Context: an optimization exercise on an open-source flow, tuned for small area. The choices shown serve that exercise and are no tape-out recipe.
In this exercise RTL edits were held to simulation tests only and were not proved equivalent to the original.
The clock port is modelled as an ideal driver; clocking choices that lean on that would not hold on a real chip.
No activity file was given, so power comes from the tool's default toggle rates.

==> trial 36 <==
// ALU_top
module ALU_top(
    input clk,
    input [31:0] a,
    input [31:0] b,
    input [3:0] f,
    output reg [31:0] y,
    output reg [3:0] zero
    );
export LEC_CHECK = 0
export CAP_MARGIN = 20
export CORE_MARGIN = 2
export CORE_UTILIZATION = 70
export SLEW_MARGIN = 20
export SYNTH_HIERARCHICAL = 1
export SYNTH_MINIMUM_KEEP_SIZE = 1
create_clock -name core_clock -period 4.5 [get_ports {clk}]
standard.sh (not shown) runs the stock make flow with config.mk's settings and CLKGATE_MAP_FILE= SYNTH_SCRIPT=/design/flow/synth_recipe.tcl, a recipe that flattens the netlist after the stock synthesis.
==> flow/flow/run.sh <==
#!/bin/bash
# The standard layout (standard.sh), with these changes:
#  - synthesis maps to the x1 (or x0) size of every cell: the platform's
#    don't-use list plus the larger sizes (flow/synth_dont_use.txt); ABC
#    otherwise upsizes the one-gate modules for a load they do not have.
#    Placement and timing repair may still use every size;
#  - the port buffers are the smallest buffer cell (buf_1);
#  - clock tree: clkbuf_4 buffers and no dummy loads, then each clock buffer
#    is sized to the smallest clkbuf that keeps the slew at the flip-flop
#    clock pins under 120 ps (flow/clk_size.tcl).
# Each step's output goes to a log file of its own here; ORFS's own logs are
# under orfs/logs.
set -euo pipefail
R=orfs/results/sky130hd/ALU_top/base
bash standard.sh synth "DONT_USE_CELLS=$(cat flow/synth_dont_use.txt)" > synth.log 2>&1
export BUFFER_PORTS_ARGS="-buffer_cell sky130_fd_sc_hd__buf_1"
export CTS_ARGS="-sink_clustering_enable -repair_clock_nets -dont_use_dummy_load -buf_list sky130_fd_sc_hd__clkbuf_4"
bash standard.sh cts > place_cts.log 2>&1
ODB_IN=$R/4_cts.odb ODB_OUT=$R/4_cts.odb SDC_IN=$R/4_cts.sdc \
  LIB=$FLOW_HOME/platforms/sky130hd/lib/sky130_fd_sc_hd__tt_025C_1v80.lib \
  PLATFORM_DIR=$FLOW_HOME/platforms/sky130hd CLK_SLEW_TARGET=0.120 CLK_ROOT_SLEW_TARGET=0.25 \
  openroad -no_splash -exit flow/clk_size.tcl > clk_size.log 2>&1
bash standard.sh > route_finish.log 2>&1
Other scripts of this flow, unchanged in this note and not shown: flow/flow/clk_size.tcl, flow/flow/synth_dont_use.txt
==> inputs of trial 1, as changes to trial 36 <==
--- a/flow/design.v
+++ b/flow/design.v
@@ -23,17 +23,17 @@
 
 `timescale 1ns / 1ps
 module ALU(
    input signed [31:0] a, b,
    input [3:0] f,
    output signed [31:0] y,
    output [3:0] zero
    );
-   wire bb0, p0, g0, bb1, pn1, gn1, bb2, p2, g2, bb3, pn3, gn3, bb4, p4, g4, bb5, pn5, gn5, qn0, yb0, cn1, l1, q1, y1, c2, qn2, y2, cn3, l3, q3, y3, c4, qn4, y4, cn5, l5, q5, y5, c6, bb6, p6, g6, bb7, pn7, gn7, bb8, p8, g8, bb9, pn9, gn9, bb10, p10, g10, bb11, pn11, gn11, bb12, p12, g12, bb13, pn13, gn13, qn6, y6, cn7, l7, q7, y7, c8, qn8, y8, cn9, l9, q9, y9, c10, qn10, y10, cn11, l11, q11, y11, c12, qn12, y12, cn13, l13, q13, y13, gx6, G6_7, Gn6_8, G6_9, Gn6_10, G6_11, Gn6_12, G6_13, Px6, Pw6, P6, Cn14, bb14, pn14, gn14, bb15, p15, g15, bb16, pn16, gn16, bb17, p17, g17, bb18, pn18, gn18, bb19, p19, g19, l14, q14, y14, c15, qn15, y15, cn16, l16, q16, y16, c17, qn17, y17, cn18, l18, q18, y18, c19, qn19, y19, gx14, Gn14_15, G14_16, Gn14_17, G14_18, Gn14_19, Px14, Pw14, Pn14, C20, bb20, p20, g20, bb21, pn21, gn21, bb22, p22, g22, bb23, pn23, gn23, bb24, p24, g24, qn20, y20, cn21, l21, q21, y21, c22, qn22, y22, cn23, l23, q23, y23, c24, qn24, y24, gx20, G20_21, Gn20_22, G20_23, Gn20_24, Px20, Pw20, P20, Cn25, bb25, pn25, gn25, bb26, p26, g26, bb27, pn27, gn27, bb28, p28, g28, l25, q25, y25, c26, qn26, y26, cn27, l27, q27, y27, c28, qn28, y28, gx25, Gn25_26, G25_27, Gn25_28, Px25, Pw25, Pn25, C29, bb29, p29, g29, bb30, pn30, gn30, bb31, p31, g31, qn29, y29, cn30, l30, q30, y30, c31, qn31, y31, cn32, slt, y0, zf0, zf1, zf2, zf3, zf4, zf5, zf6, zf7, zf8, zf9, zf10, zn0, zn1, zn2, zr;
+   wire bb0, p0, g0, bb1, pn1, gn1, bb2, p2, g2, bb3, pn3, gn3, bb4, p4, g4, bb5, pn5, gn5, qn0, yb0, cn1, l1, q1, y1, c2, qn2, y2, cn3, l3, q3, y3, c4, qn4, y4, cn5, l5, q5, y5, c6, bb6, p6, g6, bb7, pn7, gn7, bb8, p8, g8, bb9, pn9, gn9, bb10, p10, g10, bb11, pn11, gn11, bb12, p12, g12, bb13, pn13, gn13, qn6, y6, cn7, l7, q7, y7, c8, qn8, y8, cn9, l9, q9, y9, c10, qn10, y10, cn11, l11, q11, y11, c12, qn12, y12, cn13, l13, q13, y13, gx6, G6_7, Gn6_8, G6_9, Gn6_10, G6_11, Gn6_12, G6_13, Px6, Pw6, P6, Cn14, bb14, pn14, gn14, bb15, p15, g15, bb16, pn16, gn16, bb17, p17, g17, bb18, pn18, gn18, bb19, p19, g19, l14, q14, y14, c15, qn15, y15, cn16, l16, q16, y16, c17, qn17, y17, cn18, l18, q18, y18, c19, qn19, y19, gx14, Gn14_15, G14_16, Gn14_17, G14_18, Gn14_19, Px14, Pw14, Pn14, C20, bb20, p20, g20, bb21, pn21, gn21, bb22, p22, g22, bb23, pn23, gn23, bb24, p24, g24, qn20, y20, cn21, l21, q21, y21, c22, qn22, y22, cn23, l23, q23, y23, c24, qn24, y24, gx20, G20_21, Gn20_22, G20_23, Gn20_24, Px20, Pw20, P20, Cn25, bb25, pn25, gn25, bb26, p26, g26, bb27, pn27, gn27, bb28, p28, g28, l25, q25, y25, c26, qn26, y26, cn27, l27, q27, y27, c28, qn28, y28, gx25, Gn25_26, G25_27, Gn25_28, Px25, Pw25, Pn25, C29, bb29, p29, g29, bb30, pn30, gn30, bb31, p31, g31, qn29, y29, cn30, l30, q30, y30, c31, qn31, y31, cn32, slt, y0, z0, z1, z2, z3, z4, z5, z6, z7, m1, m2, zr;
    wire K1, K2, K3, K1n, K2n, K3n, S7;
    alu_ctrl u_ctrl (.f(f), .K1(K1), .K2(K2), .K3(K3), .K1n(K1n), .K2n(K2n), .K3n(K3n), .S7(S7));
    g_xor2 u_bb0 (.a(b[0]), .b(f[2]), .y(bb0));
    g_xor2 u_p0 (.a(a[0]), .b(bb0), .y(p0));
    g_and2 u_g0 (.a(a[0]), .b(bb0), .y(g0));
    g_xor2 u_bb1 (.a(b[1]), .b(f[2]), .y(bb1));
    g_xnor2 u_pn1 (.a(a[1]), .b(bb1), .y(pn1));
    g_nand2 u_gn1 (.a(a[1]), .b(bb1), .y(gn1));
@@ -270,31 +270,27 @@
    g_o21bai u_q30 (.a1(K1n), .a2(cn30), .b1n(l30), .y(q30));
    g_xnor2 u_y30 (.a(pn30), .b(q30), .y(y30));
    g_o21ai u_c31 (.a1(pn30), .a2(cn30), .b1(gn30), .y(c31));
    g_a222oi u_qn31 (.a1(K1), .a2(c31), .b1(K2), .b2(g31), .c1(K3), .c2(p31), .y(qn31));
    g_xnor2 u_y31 (.a(p31), .b(qn31), .y(y31));
    g_a21oi u_cn32 (.a1(p31), .a2(c31), .b1(g31), .y(cn32));
    g_xnor2 u_slt (.a(p31), .b(cn32), .y(slt));
    g_a21o u_y0 (.a1(S7), .a2(slt), .b1(yb0), .y(y0));
-   g_nor2 u_zf0 (.a(y19), .b(y24), .y(zf0));
-   g_nor2 u_zf1 (.a(y28), .b(y31), .y(zf1));
-   g_nor2 u_zf2 (.a(y13), .b(y18), .y(zf2));
-   g_nor2 u_zf3 (.a(y23), .b(y27), .y(zf3));
-   g_nor2 u_zf4 (.a(y30), .b(y12), .y(zf4));
-   g_nor3 u_zf5 (.a(y17), .b(y22), .c(y26), .y(zf5));
-   g_nor3 u_zf6 (.a(y29), .b(y11), .c(y16), .y(zf6));
-   g_nor3 u_zf7 (.a(y21), .b(y25), .c(y10), .y(zf7));
-   g_nor4 u_zf8 (.a(y15), .b(y20), .c(y9), .d(y14), .y(zf8));
-   g_nor4 u_zf9 (.a(y8), .b(y7), .c(y6), .d(y5), .y(zf9));
-   g_nor4 u_zf10 (.a(y4), .b(y3), .c(y2), .d(y1), .y(zf10));
-   g_nand4 u_zn0 (.a(zf0), .b(zf1), .c(zf2), .d(zf3), .y(zn0));
-   g_nand4 u_zn1 (.a(zf4), .b(zf5), .c(zf6), .d(zf7), .y(zn1));
-   g_nand3 u_zn2 (.a(zf8), .b(zf9), .c(zf10), .y(zn2));
-   g_nor4 u_zr (.a(y0), .b(zn0), .c(zn1), .d(zn2), .y(zr));
+   g_nor4 u_z0 (.a(y1), .b(y2), .c(y3), .d(y4), .y(z0));
+   g_nor4 u_z1 (.a(y5), .b(y6), .c(y7), .d(y8), .y(z1));
+   g_nor4 u_z2 (.a(y9), .b(y10), .c(y11), .d(y12), .y(z2));
+   g_nor4 u_z3 (.a(y13), .b(y14), .c(y15), .d(y16), .y(z3));
+   g_nor4 u_z4 (.a(y17), .b(y18), .c(y19), .d(y20), .y(z4));
+   g_nor4 u_z5 (.a(y21), .b(y22), .c(y23), .d(y24), .y(z5));
+   g_nor4 u_z6 (.a(y25), .b(y26), .c(y27), .d(y28), .y(z6));
+   g_nor2 u_z7 (.a(y29), .b(y30), .y(z7));
+   g_nand4 u_m1 (.a(z0), .b(z1), .c(z2), .d(z3), .y(m1));
+   g_nand4 u_m2 (.a(z4), .b(z5), .c(z6), .d(z7), .y(m2));
+   g_nor4 u_zr (.a(m1), .b(m2), .c(y31), .d(y0), .y(zr));
    assign y = {y31, y30, y29, y28, y27, y26, y25, y24, y23, y22, y21, y20, y19, y18, y17, y16, y15, y14, y13, y12, y11, y10, y9, y8, y7, y6, y5, y4, y3, y2, y1, y0};
    assign zero = {3'b000, zr};
 endmodule
 module alu_ctrl(input [3:0] f, output K1, K2, K3, K1n, K2n, K3n, S7);
    assign K1 = ~f[3] & f[1] & ~f[0];
    assign K2 = ~f[3] & ~f[1];
    assign K3 = f[3] | (~f[1] & ~f[0]) | (f[2] & f[1] & f[0]);
    assign K1n = ~(~f[3] & f[1] & ~f[0]);
CORE_UTILIZATION = 40   (was 70)
==> inputs of trial 92, as changes to trial 36 <==
--- a/flow/design.v
+++ b/flow/design.v
@@ -23,17 +23,17 @@
 
 `timescale 1ns / 1ps
 module ALU(
    input signed [31:0] a, b,
    input [3:0] f,
    output signed [31:0] y,
    output [3:0] zero
    );
-   wire bb0, p0, g0, bb1, pn1, gn1, bb2, p2, g2, bb3, pn3, gn3, bb4, p4, g4, bb5, pn5, gn5, qn0, yb0, cn1, l1, q1, y1, c2, qn2, y2, cn3, l3, q3, y3, c4, qn4, y4, cn5, l5, q5, y5, c6, bb6, p6, g6, bb7, pn7, gn7, bb8, p8, g8, bb9, pn9, gn9, bb10, p10, g10, bb11, pn11, gn11, bb12, p12, g12, bb13, pn13, gn13, qn6, y6, cn7, l7, q7, y7, c8, qn8, y8, cn9, l9, q9, y9, c10, qn10, y10, cn11, l11, q11, y11, c12, qn12, y12, cn13, l13, q13, y13, gx6, G6_7, Gn6_8, G6_9, Gn6_10, G6_11, Gn6_12, G6_13, Px6, Pw6, P6, Cn14, bb14, pn14, gn14, bb15, p15, g15, bb16, pn16, gn16, bb17, p17, g17, bb18, pn18, gn18, bb19, p19, g19, l14, q14, y14, c15, qn15, y15, cn16, l16, q16, y16, c17, qn17, y17, cn18, l18, q18, y18, c19, qn19, y19, gx14, Gn14_15, G14_16, Gn14_17, G14_18, Gn14_19, Px14, Pw14, Pn14, C20, bb20, p20, g20, bb21, pn21, gn21, bb22, p22, g22, bb23, pn23, gn23, bb24, p24, g24, qn20, y20, cn21, l21, q21, y21, c22, qn22, y22, cn23, l23, q23, y23, c24, qn24, y24, gx20, G20_21, Gn20_22, G20_23, Gn20_24, Px20, Pw20, P20, Cn25, bb25, pn25, gn25, bb26, p26, g26, bb27, pn27, gn27, bb28, p28, g28, l25, q25, y25, c26, qn26, y26, cn27, l27, q27, y27, c28, qn28, y28, gx25, Gn25_26, G25_27, Gn25_28, Px25, Pw25, Pn25, C29, bb29, p29, g29, bb30, pn30, gn30, bb31, p31, g31, qn29, y29, cn30, l30, q30, y30, c31, qn31, y31, cn32, slt, y0, zf0, zf1, zf2, zf3, zf4, zf5, zf6, zf7, zf8, zf9, zf10, zn0, zn1, zn2, zr;
+   wire bb0, p0, g0, bb1, pn1, gn1, bb2, p2, g2, bb3, pn3, gn3, bb4, p4, g4, bb5, pn5, gn5, qn0, yb0, cn1, l1, q1, y1, c2, qn2, y2, cn3, l3, q3, y3, c4, qn4, y4, cn5, l5, q5, y5, c6, bb6, p6, g6, bb7, pn7, gn7, bb8, p8, g8, bb9, pn9, gn9, bb10, p10, g10, bb11, pn11, gn11, bb12, p12, g12, bb13, pn13, gn13, qn6, y6, cn7, l7, q7, y7, c8, qn8, y8, cn9, l9, q9, y9, c10, qn10, y10, cn11, l11, q11, y11, c12, qn12, y12, cn13, l13, q13, y13, gx6, G6_7, Gn6_8, G6_9, Gn6_10, G6_11, Gn6_12, G6_13, Px6, Pw6, P6, Cn14, bb14, pn14, gn14, bb15, p15, g15, bb16, pn16, gn16, bb17, p17, g17, bb18, pn18, gn18, bb19, p19, g19, l14, q14, y14, c15, qn15, y15, cn16, l16, q16, y16, c17, qn17, y17, cn18, l18, q18, y18, c19, qn19, y19, gx14, Gn14_15, G14_16, Gn14_17, G14_18, Gn14_19, Px14, Pw14, Pn14, C20, bb20, p20, g20, bb21, pn21, gn21, bb22, p22, g22, bb23, pn23, gn23, bb24, p24, g24, qn20, y20, cn21, l21, q21, y21, c22, qn22, y22, cn23, l23, q23, y23, c24, qn24, y24, gx20, G20_21, Gn20_22, G20_23, Gn20_24, Px20, Pw20, P20, Cn25, bb25, pn25, gn25, bb26, p26, g26, bb27, pn27, gn27, bb28, p28, g28, l25, q25, y25, c26, qn26, y26, cn27, l27, q27, y27, c28, qn28, y28, gx25, Gn25_26, G25_27, Gn25_28, Px25, Pw25, Pn25, C29, bb29, p29, g29, bb30, pn30, gn30, bb31, p31, g31, qn29, y29, cn30, l30, q30, y30, c31, qn31, y31, cn32, slt, y0, z0, z1, z2, z3, z4, z5, z6, z7, m1, m2, zr;
    wire K1, K2, K3, K1n, K2n, K3n, S7;
    alu_ctrl u_ctrl (.f(f), .K1(K1), .K2(K2), .K3(K3), .K1n(K1n), .K2n(K2n), .K3n(K3n), .S7(S7));
    g_xor2 u_bb0 (.a(b[0]), .b(f[2]), .y(bb0));
    g_xor2 u_p0 (.a(a[0]), .b(bb0), .y(p0));
    g_and2 u_g0 (.a(a[0]), .b(bb0), .y(g0));
    g_xor2 u_bb1 (.a(b[1]), .b(f[2]), .y(bb1));
    g_xnor2 u_pn1 (.a(a[1]), .b(bb1), .y(pn1));
    g_nand2 u_gn1 (.a(a[1]), .b(bb1), .y(gn1));
@@ -270,31 +270,27 @@
    g_o21bai u_q30 (.a1(K1n), .a2(cn30), .b1n(l30), .y(q30));
    g_xnor2 u_y30 (.a(pn30), .b(q30), .y(y30));
    g_o21ai u_c31 (.a1(pn30), .a2(cn30), .b1(gn30), .y(c31));
    g_a222oi u_qn31 (.a1(K1), .a2(c31), .b1(K2), .b2(g31), .c1(K3), .c2(p31), .y(qn31));
    g_xnor2 u_y31 (.a(p31), .b(qn31), .y(y31));
    g_a21oi u_cn32 (.a1(p31), .a2(c31), .b1(g31), .y(cn32));
    g_xnor2 u_slt (.a(p31), .b(cn32), .y(slt));
    g_a21o u_y0 (.a1(S7), .a2(slt), .b1(yb0), .y(y0));
-   g_nor2 u_zf0 (.a(y19), .b(y24), .y(zf0));
-   g_nor2 u_zf1 (.a(y28), .b(y31), .y(zf1));
-   g_nor2 u_zf2 (.a(y13), .b(y18), .y(zf2));
-   g_nor2 u_zf3 (.a(y23), .b(y27), .y(zf3));
-   g_nor2 u_zf4 (.a(y30), .b(y12), .y(zf4));
-   g_nor3 u_zf5 (.a(y17), .b(y22), .c(y26), .y(zf5));
-   g_nor3 u_zf6 (.a(y29), .b(y11), .c(y16), .y(zf6));
-   g_nor3 u_zf7 (.a(y21), .b(y25), .c(y10), .y(zf7));
-   g_nor4 u_zf8 (.a(y15), .b(y20), .c(y9), .d(y14), .y(zf8));
-   g_nor4 u_zf9 (.a(y8), .b(y7), .c(y6), .d(y5), .y(zf9));
-   g_nor4 u_zf10 (.a(y4), .b(y3), .c(y2), .d(y1), .y(zf10));
-   g_nand4 u_zn0 (.a(zf0), .b(zf1), .c(zf2), .d(zf3), .y(zn0));
-   g_nand4 u_zn1 (.a(zf4), .b(zf5), .c(zf6), .d(zf7), .y(zn1));
-   g_nand3 u_zn2 (.a(zf8), .b(zf9), .c(zf10), .y(zn2));
-   g_nor4 u_zr (.a(y0), .b(zn0), .c(zn1), .d(zn2), .y(zr));
+   g_nor4 u_z0 (.a(y1), .b(y2), .c(y3), .d(y4), .y(z0));
+   g_nor4 u_z1 (.a(y5), .b(y6), .c(y7), .d(y8), .y(z1));
+   g_nor4 u_z2 (.a(y9), .b(y10), .c(y11), .d(y12), .y(z2));
+   g_nor4 u_z3 (.a(y13), .b(y14), .c(y15), .d(y16), .y(z3));
+   g_nor4 u_z4 (.a(y17), .b(y18), .c(y19), .d(y20), .y(z4));
+   g_nor4 u_z5 (.a(y21), .b(y22), .c(y23), .d(y24), .y(z5));
+   g_nor4 u_z6 (.a(y25), .b(y26), .c(y27), .d(y28), .y(z6));
+   g_nor2 u_z7 (.a(y29), .b(y30), .y(z7));
+   g_nand4 u_m1 (.a(z0), .b(z1), .c(z2), .d(z3), .y(m1));
+   g_nand4 u_m2 (.a(z4), .b(z5), .c(z6), .d(z7), .y(m2));
+   g_nor4 u_zr (.a(m1), .b(m2), .c(y31), .d(y0), .y(zr));
    assign y = {y31, y30, y29, y28, y27, y26, y25, y24, y23, y22, y21, y20, y19, y18, y17, y16, y15, y14, y13, y12, y11, y10, y9, y8, y7, y6, y5, y4, y3, y2, y1, y0};
    assign zero = {3'b000, zr};
 endmodule
 module alu_ctrl(input [3:0] f, output K1, K2, K3, K1n, K2n, K3n, S7);
    assign K1 = ~f[3] & f[1] & ~f[0];
    assign K2 = ~f[3] & ~f[1];
    assign K3 = f[3] | (~f[1] & ~f[0]) | (f[2] & f[1] & f[0]);
    assign K1n = ~(~f[3] & f[1] & ~f[0]);
CAP_MARGIN = 0   (was 20)
SLEW_MARGIN = 0   (was 20)
==> comparison <==
- Of trial 1 and trial 36, trial 36 has the higher global-route usage (gap 12 points).
- Against trial 1, the final area of trial 36 is lower by 2.4%.
- Clock power, highest first: trial 1, trial 92, trial 36.
- Between trial 36 and trial 1, the lower non-clock buffer count is in trial 36 (gap 2).
- Maximum frequency, highest first: trial 36, trial 1, trial 92.
==> figures <==
                                                            trial 36        trial 92         trial 1
Run status                                            finished clean  finished clean  finished clean
Routed met2 length                                          4.368 mm        4.531 mm        4.048 mm
Total power                                               0.002007 W      0.002027 W      0.002019 W
Area taken by multi-input logic gates                      1903 um^2       1912 um^2       1908 um^2
WP data arrival                                              4.44 ns         4.50 ns         4.49 ns
Proportion of cell area spent on the clock network           0.01912         0.02037         0.02136
Core box area                                              5439 um^2       5439 um^2       9639 um^2
Effective utilization at floorplan                            0.7198          0.7180          0.4051
Critical Path Slowest Stage Cell                             dfxtp_4         dfxtp_4        a222oi_1
Stage delay of the slowest cell on the critical path         0.47 ns         0.41 ns         0.40 ns
Largest net degree at the start of global routing                 18              19              20
Worst IR drop on VDD                                       0.3247 mV       0.3265 mV       0.1841 mV

## re-timing with driven ports
How much do the figures lean on ideal ports? The routed layouts below were timed once more, with nothing changed but the port constraints.
Step 1 (the two cells are an assumption about what drives the block):
set clk [get_ports {clk}]
set_driving_cell -lib_cell sky130_fd_sc_hd__clkbuf_16 $clk
set_driving_cell -lib_cell sky130_fd_sc_hd__buf_2 [delete_from_list [all_inputs] $clk]
Step 2 also shifts input and output timing later by t, the mid clock arrival at the registers, as if the neighbouring blocks saw the same clock.
Three values: ideal, step 1, step 2; two values: the first two.
| run | t (ns) | slack for setup (ns) | worst slew at a driven data input, ns |
|---|---|---|---|
| trial 36 | 0.443 | 0.413 / 0.413 / 0.413 | 0.04 |
| trial 1 | 0.437 | 0.336 / 0.336 / 0.336 | 0.04 |
| trial 92 | 0.448 | 0.315 / 0.315 / 0.315 | 0.04 |
After both steps every run listed still meets setup and hold.
